What follows belongs to an exercise in optimizing a design on an open flow for small area and a short achievable clock period; a production flow would make more cautious choices. No run shown here included a check of the RTL's function; only the layout flow was run.

==> flow/design.v (outline; a module is shown in full before it is edited, if it fits) <==
// module ex2_1: 1594 lines
// module ex2_1_fa: 4 lines
// module ex2_1_ha: 4 lines
module ex2_1 (
	      input 		  clk, rst, validi,
	      input [31:0] 	  data_in,
	      output logic 	  valido,
	      output logic [31:0] data_out
	      );
  // ...
==> flow/run.sh <==
#!/bin/bash
# synth_recipe.tcl (not shown) runs the flow's synth.tcl, then flattens the netlist and writes it again
# the make line also repeats each setting of config.mk as NAME=value (left out here)
make -C /OpenROAD-flow-scripts/flow DESIGN_CONFIG=/design/flow/config.mk WORK_HOME=/design/flow/orfs CLKGATE_MAP_FILE= SYNTH_SCRIPT=/design/flow/synth_recipe.tcl finish
==> flow/config.mk <==
export PLATFORM = sky130hd
export DESIGN_NAME = ex2_1
export DESIGN_NICKNAME = ex2_1
export VERILOG_FILES = /design/flow/design.v
export SDC_FILE = /design/flow/constraint.sdc
export NUM_CORES = 4
export LEC_CHECK = 0
export ABC_CLOCK_PERIOD_IN_PS = 3500
export CAP_MARGIN = 20
export CORE_MARGIN = 2
export CORE_UTILIZATION = 40
export SETUP_SLACK_MARGIN = 4.5
export SLEW_MARGIN = 20
export SYNTH_HIERARCHICAL = 1
==> flow/constraint.sdc <==
create_clock -name core_clock -period 8.0 [get_ports {clk}]
set_input_delay 1.6000 -clock core_clock [delete_from_list [all_inputs] [get_ports {clk}]]
set_output_delay 1.6000 -clock core_clock [all_outputs]
set_load 0.01 [all_outputs]
==> impl_metrics.env, run 1 <==
export IMPL_run_status="timing/DRC/antenna clean"
export IMPL_tightestPinTransition_ns=0.904
export IMPL_synthesis_area_um2=15500
export IMPL_place_ws_ns=2.52
export IMPL_antennaDiodeCount=1
export IMPL_sh_seq_area=0.141
export IMPL_multi_input_area_um2=13800
export IMPL_worst_hold_path_endpoint="cnt[0]"
export IMPL_critPathMaxStageDelay_ns=0.48
export IMPL_netlist_top_cells_area="sky130_fd_sc_hd__fa_1, sky130_fd_sc_hd__dfxtp_1, sky130_fd_sc_hd__xnor2_1, sky130_fd_sc_hd__a22oi_1, sky130_fd_sc_hd__ha_1"
export IMPL_synthesized_area_divided_by_synthesized_cell_count_um2=10.4
export IMPL_finalWorstPathRequiredPeriod_ns=4.10
export IMPL_vias_per_std_cell=5.96
export IMPL_grt_util_met2=0.456
export IMPL_ys_async_sr_fraction=0.0204
export IMPL_route_vias_total=12800
export IMPL_grt_setup_unrepaired="yes"
export IMPL_synth_area_mux_share=0.000645
export IMPL_most_common_cell_after_layout_fill_and_taps_aside="sky130_fd_sc_hd__xnor2_1"
export IMPL_grt_remaining_overflow=0
export IMPL_finalNetCount=1950
export IMPL_synth_sequential_area_ratio=0.191
export IMPL_reg2reg_setup_slack_ns=3.94
export IMPL_global_route_usage_met1=0.372
export IMPL_grt_start_max_net_pins=64
export IMPL_num_fill_cells=3199
export IMPL_met3_wirelength_mm=5.87
==> inputs of run 2 (changes only) <==
--- a/flow/design.v
+++ b/flow/design.v
@@ -986,20 +986,20 @@
       q68 <= s611;
       q69 <= s613;
       q70 <= c594;
       q71 <= s615;
       q72 <= s635;
       q73 <= s637;
       q74 <= c616;
       q75 <= s639;
-      q76 <= s650;
-      q77 <= c640;
-      q78 <= s651;
-      q79 <= s652;
+      q76 <= s651;
+      q77 <= c638;
+      q78 <= s652;
+      q79 <= c640;
       data_out <= ra + rb;
    end
    assign bo0 = a[0] ^ 1'b0;
    assign bt0 = (a[1] & ~a[0] & ~1'b0) | (~a[1] & a[0] & 1'b0);
    assign bn0 = a[1] & ~(a[0] & 1'b0);
    assign pp1 = ((bo0 & data_in[0]) | (bt0 & 1'b0)) ^ bn0;
    assign pp2 = ((bo0 & data_in[1]) | (bt0 & data_in[0])) ^ bn0;
    assign pp3 = ((bo0 & data_in[2]) | (bt0 & data_in[1])) ^ bn0;
@@ -1505,19 +1505,19 @@
    assign s642 = pp116 ^ pp140 ^ pp162;
    assign s643 = pp182 ^ pp200 ^ pp216;
    assign s644 = pp230 ^ pp242 ^ pp252;
    assign s645 = pp260 ^ pp266 ^ pp270;
    assign s646 = pp272 ^ c618 ^ c620;
    assign s647 = c622 ^ c624 ^ c626;
    assign s648 = s641 ^ s642 ^ s643;
    assign s649 = s644 ^ s645 ^ c628;
-   assign s650 = c630 ^ c632 ^ c634;
-   assign s651 = s646 ^ s647 ^ s648;
-   assign s652 = c636 ^ c638 ^ s649;
+   assign s650 = c630 ^ s646 ^ s647;
+   assign s651 = s648 ^ c632 ^ c634;
+   assign s652 = s649 ^ s650 ^ c636;
    ex2_1_ha us653 (.a(q0), .b(q1), .s(s653), .co(c654));
    ex2_1_ha us655 (.a(q2), .b(c654), .s(s655), .co(c656));
    ex2_1_ha us657 (.a(q3), .b(c656), .s(s657), .co(c658));
    ex2_1_ha us659 (.a(q4), .b(c658), .s(s659), .co(c660));
    ex2_1_ha us661 (.a(q5), .b(c660), .s(s661), .co(c662));
    ex2_1_ha us663 (.a(q6), .b(c662), .s(s663), .co(c664));
    ex2_1_fa us665 (.a(q7), .b(q8), .c(q9), .s(s665), .co(c666));
    ex2_1_ha us667 (.a(s665), .b(data_in[6]), .s(s667), .co(c668));
@@ -1582,20 +1582,20 @@
    ex2_1_fa us785 (.a(c776), .b(s783), .c(data_in[29]), .s(s785), .co(c786));
    ex2_1_ha us787 (.a(c778), .b(s785), .s(s787), .co(c788));
    ex2_1_fa us789 (.a(q72), .b(q73), .c(q74), .s(s789), .co(c790));
    ex2_1_fa us791 (.a(q75), .b(c782), .c(s789), .s(s791), .co(c792));
    ex2_1_fa us793 (.a(c784), .b(s791), .c(data_in[30]), .s(s793), .co(c794));
    ex2_1_ha us795 (.a(c786), .b(s793), .s(s795), .co(c796));
    assign s797 = q76 ^ q77 ^ q78;
    assign s798 = q79 ^ c790 ^ s797;
-   assign s799 = c792 ^ data_in[31] ^ s798;
-   assign s800 = c794 ^ c796;
-   assign ra = {s799, c788, c780, c772, c766, c760, c754, c748, c742, c736, c730, c724, c718, c712, c708, c704, c700, c696, c692, c688, c684, c680, s677, s673, c668, c664, data_in[5], data_in[4], s659, s657, s655, s653};
-   assign rb = {s800, s795, s787, s779, s771, s765, s759, s753, s747, s741, s735, s729, s723, s717, s711, s707, s703, s699, s695, s691, s687, s683, s679, s675, s671, s667, s663, s661, data_in[3], data_in[2], data_in[1], data_in[0]};
+   assign s799 = s798 ^ c792 ^ data_in[31];
+   assign s800 = c794 ^ s799;
+   assign ra = {s800, c788, c780, c772, c766, c760, c754, c748, c742, c736, c730, c724, c718, c712, c708, c704, c700, c696, c692, c688, c684, c680, s677, s673, c668, c664, data_in[5], data_in[4], s659, s657, s655, s653};
+   assign rb = {c796, s795, s787, s779, s771, s765, s759, s753, s747, s741, s735, s729, s723, s717, s711, s707, s703, s699, s695, s691, s687, s683, s679, s675, s671, s667, s663, s661, data_in[3], data_in[2], data_in[1], data_in[0]};
 endmodule
 module ex2_1_fa (input a, b, c, output s, co);
    assign s = a ^ b ^ c;
    assign co = (a & b) | (c & (a ^ b));
 endmodule
 module ex2_1_ha (input a, b, output s, co);
    assign s = a ^ b;
    assign co = a & b;
==> flow/config.mk (replaced) <==
export PLATFORM = sky130hd
export DESIGN_NAME = ex2_1
export DESIGN_NICKNAME = ex2_1
export VERILOG_FILES = /design/flow/design.v
export SDC_FILE = /design/flow/constraint.sdc
export NUM_CORES = 4
export LEC_CHECK = 0
export CAP_MARGIN = 20
export CORE_MARGIN = 2
export CORE_UTILIZATION = 40
export SETUP_SLACK_MARGIN = 4.5
export SLEW_MARGIN = 20
export SYNTH_HIERARCHICAL = 1
==> run 2 against run 1 <==
Net effect:
- first-iteration DRC count is 3.0% lower
- highest routed layer unchanged
- flip-flop and latch count did not move
- clock-buffer cell count down 3
- utilization about the same
- clock skew is 0.0017 ns higher
- critical endpoint is now q62
- fmax rose by 0.75%
==> impl_metrics.env, run 2 <==
export IMPL_run_status="timing/DRC/antenna clean"
export IMPL_finalWorstPathRequiredPeriod_ns=4.07
export IMPL_clk_transition_reported_paths_ns=0.07
export IMPL_clkLatencyLatePin_ns=0.46
export IMPL_top_regs="a (32), data_out (32), cnt (2)"
export IMPL_max_slew_margin_rel=0.384
export IMPL_drt_iter0_drc=1290
export IMPL_layout_cells_most_common_list="sky130_fd_sc_hd__xnor2_1, sky130_fd_sc_hd__dfxtp_1, sky130_fd_sc_hd__a22oi_1"
export IMPL_boundaryPins=68
export IMPL_cp_num_cells=9
export IMPL_grt_remaining_overflow=0
export IMPL_finalNetCount=1960
export IMPL_critPathLaunchType="primary input"
export IMPL_cts_num_sinks=147
export IMPL_tightestPinTransition_ns=0.919
export IMPL_worst_setup_path_endpoint="q62"
export IMPL_hpwlAfterDp_mm=36.0
export IMPL_worstPathBufferInverterCount=3
export IMPL_numPortBuffers=67
export IMPL_most_common_cell_after_layout_fill_and_taps_aside="sky130_fd_sc_hd__xnor2_1"
export IMPL_ys_types=64
export IMPL_final_setup_viol_count=0
export IMPL_crit_required_ns=8.33
export IMPL_synthesis_area_um2=15600
export IMPL_number_of_enable_type_register_cells_in_the_synthesized_netlist=0
export IMPL_grt_antenna_before_repair=0
export IMPL_yosys_area_top_type_share=0.290
export IMPL_postSynthRegisterBits=147
export IMPL_clock_h_tree_levels=4
export IMPL_finalHoldViolCount=0
export IMPL_netlist_top_cells_area="sky130_fd_sc_hd__fa_1, sky130_fd_sc_hd__dfxtp_1, sky130_fd_sc_hd__xnor2_1, sky130_fd_sc_hd__a22oi_1, sky130_fd_sc_hd__ha_1"
export IMPL_synth_cells=1494
export IMPL_clock_fmax_mhz=246
export IMPL_gr_usage_all_layers=0.285
export IMPL_timing_critical_path_arrival_ns=4.40
export IMPL_synth_most_common_cell="sky130_fd_sc_hd__xnor2_1"
export IMPL_grt_start_max_net_pins=64
export IMPL_drc=0
export IMPL_wl_per_cell_um=26.9
export IMPL_yosysWarnings=7
export IMPL_whs_path_depth=1
export IMPL_crit_start="data_in[11]"
export IMPL_timing_max_cap_violations=0
export IMPL_final_core_utilization=0.545
export IMPL_grt_first_pass_wirelength_mm=86.2
export IMPL_setup_worst_path_class="primary input to register"
export IMPL_drt_pass1_iter_count=5
export IMPL_die_w_um=201
export IMPL_mappedNetlistNets=1832
export IMPL_worst_setup_path_end_kind="register"
export IMPL_fin_skew_ns=0.0151
export IMPL_synth_sequential_area_ratio=0.190
export IMPL_critPathTopFamily="adder cells"
export IMPL_cts_root_buffer="sky130_fd_sc_hd__clkbuf_16"
export IMPL_synth_top_cell_by_area="sky130_fd_sc_hd__fa_1"
export IMPL_cts_tree="built"
export IMPL_design_die_area_um2=40600
export IMPL_vias_per_std_cell=6.01
export IMPL_ys_async_sr_fraction=0.0204
export IMPL_antennaDiodeCount=0
export IMPL_rows=72
export IMPL_synthTopCellsByCount="sky130_fd_sc_hd__xnor2_1, sky130_fd_sc_hd__fa_1, sky130_fd_sc_hd__a22oi_1"
export IMPL_worstRegToRegCells=13
export IMPL_regToRegEndpoint="q78"
export IMPL_ant_nets=0
export IMPL_hold_path_class="register to register"
export IMPL_path_cells="buf_12 > buf_8 > buf_4 > a22oi_2 > xnor2_1 > fa_2 > fa_2 > fa_2 > fa_2"
export IMPL_via_count_of_the_first_global_routing_pass=13500
export IMPL_worstPathMaxFanout=7
export IMPL_die_height_um=201
export IMPL_layout_drive_gt1_share=0.382
export IMPL_post_route_period_util=0.509
export IMPL_cts_buffers_inserted=17
export IMPL_floorplan_core_area_um2=38600
export IMPL_synthesized_area_divided_by_synthesized_cell_count_um2=10.4
export IMPL_slew_violations=0
export IMPL_critPathMaxStageDelay_ns=0.56
export IMPL_floorplan_initialDensity=0.404
export IMPL_cts_max_path_buffers=2
export IMPL_routed_wirelength_mm=58.0
export IMPL_slowest_cell_on_crit_path="sky130_fd_sc_hd__fa_2"
export IMPL_grt_setup_unrepaired="yes"
export IMPL_final_setup_tns_ns=0
export IMPL_reg2reg_setup_slack_ns=3.95
export IMPL_route_vias_total=12900
export IMPL_reg2reg_from="a[5]"
export IMPL_gp_congestion=0.890
export IMPL_synth_ff_type="sky130_fd_sc_hd__dfxtp_1"
export IMPL_layout_area_overhead_vs_synth_pct=34.7
export IMPL_cpMostUsedCell="sky130_fd_sc_hd__fa_2"
-- run 2: cell count changes after synthesis, sizes merged, moves of 3 or more --
cell    change
a211oi      -7
inv         +6
xor2        +6
a21oi       -4
nand3       +4
nor2        -4
o21a        -4
nand2       +3
xnor2       -3
-- run 2: modules after synthesis, one instance, submodules excluded --
| module | cell area [µm²] | copies in the design |
|---|---|---|
| ex2_1_ha | 12.5 | 31 |
| ex2_1 | 10700 | 1 |
| ex2_1_fa | 20.0 | 225 |
-- run 2: how the worst min path moves through the flow --
stage                      start  endpoint  slack, ns
after floorplan             a[1]        q0       0.36
after global placement    cnt[0]    cnt[0]       0.42
after detailed placement  cnt[0]    cnt[0]       0.43
after CTS                 cnt[0]    cnt[0]       0.44
after global routing      cnt[0]    cnt[0]       0.46
final                     cnt[0]    cnt[0]       0.43
-- run 2: stage by stage --
stage | hold slack [ns] | instance area (µm²) | instances | worst slack, ns
2_1_floorplan | 0.364 | 16500 | 1494 | 3.68
3_3_place_gp | 0.418 | 17200 | 1995 | 2.48
3_5_place_dp | 0.431 | 17200 | 1995 | 2.42
4_1_cts | 0.440 | 20100 | 2120 | 4.02
5_1_grt | 0.461 | 21000 | 2153 | 3.83
6_report | 0.435 | 21000 | 2153 | 3.93
-- run 2: final cells by class --
type | instances | area (µm²)
inverters | 55 | 220
clock inverters | 15 | 161
fillers | 3240 | 17500
flip-flops and latches | 147 | 2960
multi-input cells | 1164 | 13900
repair buffers | 237 | 2730
well taps | 518 | 648
clock buffers | 17 | 425
-- run 2: cells by family (layout without fill, tap and decap cells) --
kind of cell,after synthesis,count (layout),synth area share
buffers and inverters,183,324,0.0458
AND/OR/NAND/NOR,139,139,0.0480
multiplexers,1,1,0.000642
adder cells (fa/ha/maj),303,303,0.352
flip-flops,147,147,0.190
XOR/XNOR,330,330,0.186
AO/OA/AOI/OAI,391,391,0.178
-- run 2: routing by layer --
| layer | track usage | wire length, µm | vias to the layer above |
|---|---|---|---|
| met5 | 0 | 0 | - |
| met1 | 0.363 | 22600 | 6514 |
| met4 | 0.134 | 2830 | 0 |
| li1 | - | - | 5401 |
| met3 | 0.0630 | 5360 | 181 |
| met2 | 0.460 | 27100 | 839 |
-- run 2: timing repair --
item                                    4_1_cts  5_1_grt
hold buffers                                  0        0
pin swaps                                   184      128
endpoints found under the setup margin      104       74
setup buffers                                84       32
gates resized for setup                     481      131
hold endpoints to repair                      0        0
gates cloned                                  9        1

[what the ideal ports hide]
In the flow no input, the clock included, has a driving cell. The finished layouts below were timed again as built, in two steps. Step 1, drivers: a clkbuf_16 drives clk and a buf_2 each remaining input, both assumed. Step 2 moves the port delays by t, midway between the first and last clock arrival at a register: inputs arrive t later, outputs are due t later. That takes back most of the time a late clock gives input paths. a / b / c = ideal / step 1 / step 2; a / b = the first two.
run	t (ns)	setup WS [ns]	latest minus earliest clock arrival (ns)	worst register clock-pin slew, ns	pins driven straight from the clock port
run 1	0.512	3.897 / 3.870 / 3.359	0.015 / 0.015	0.07 / 0.07	1
run 2	0.512	3.928 / 3.925 / 3.412	0.016 / 0.017	0.08 / 0.08	1
After both steps every run listed still meets setup and hold. For run 1, which loses most, drivers alone change the setup slack by -0.027 ns; drivers and shift together by -0.538 ns.
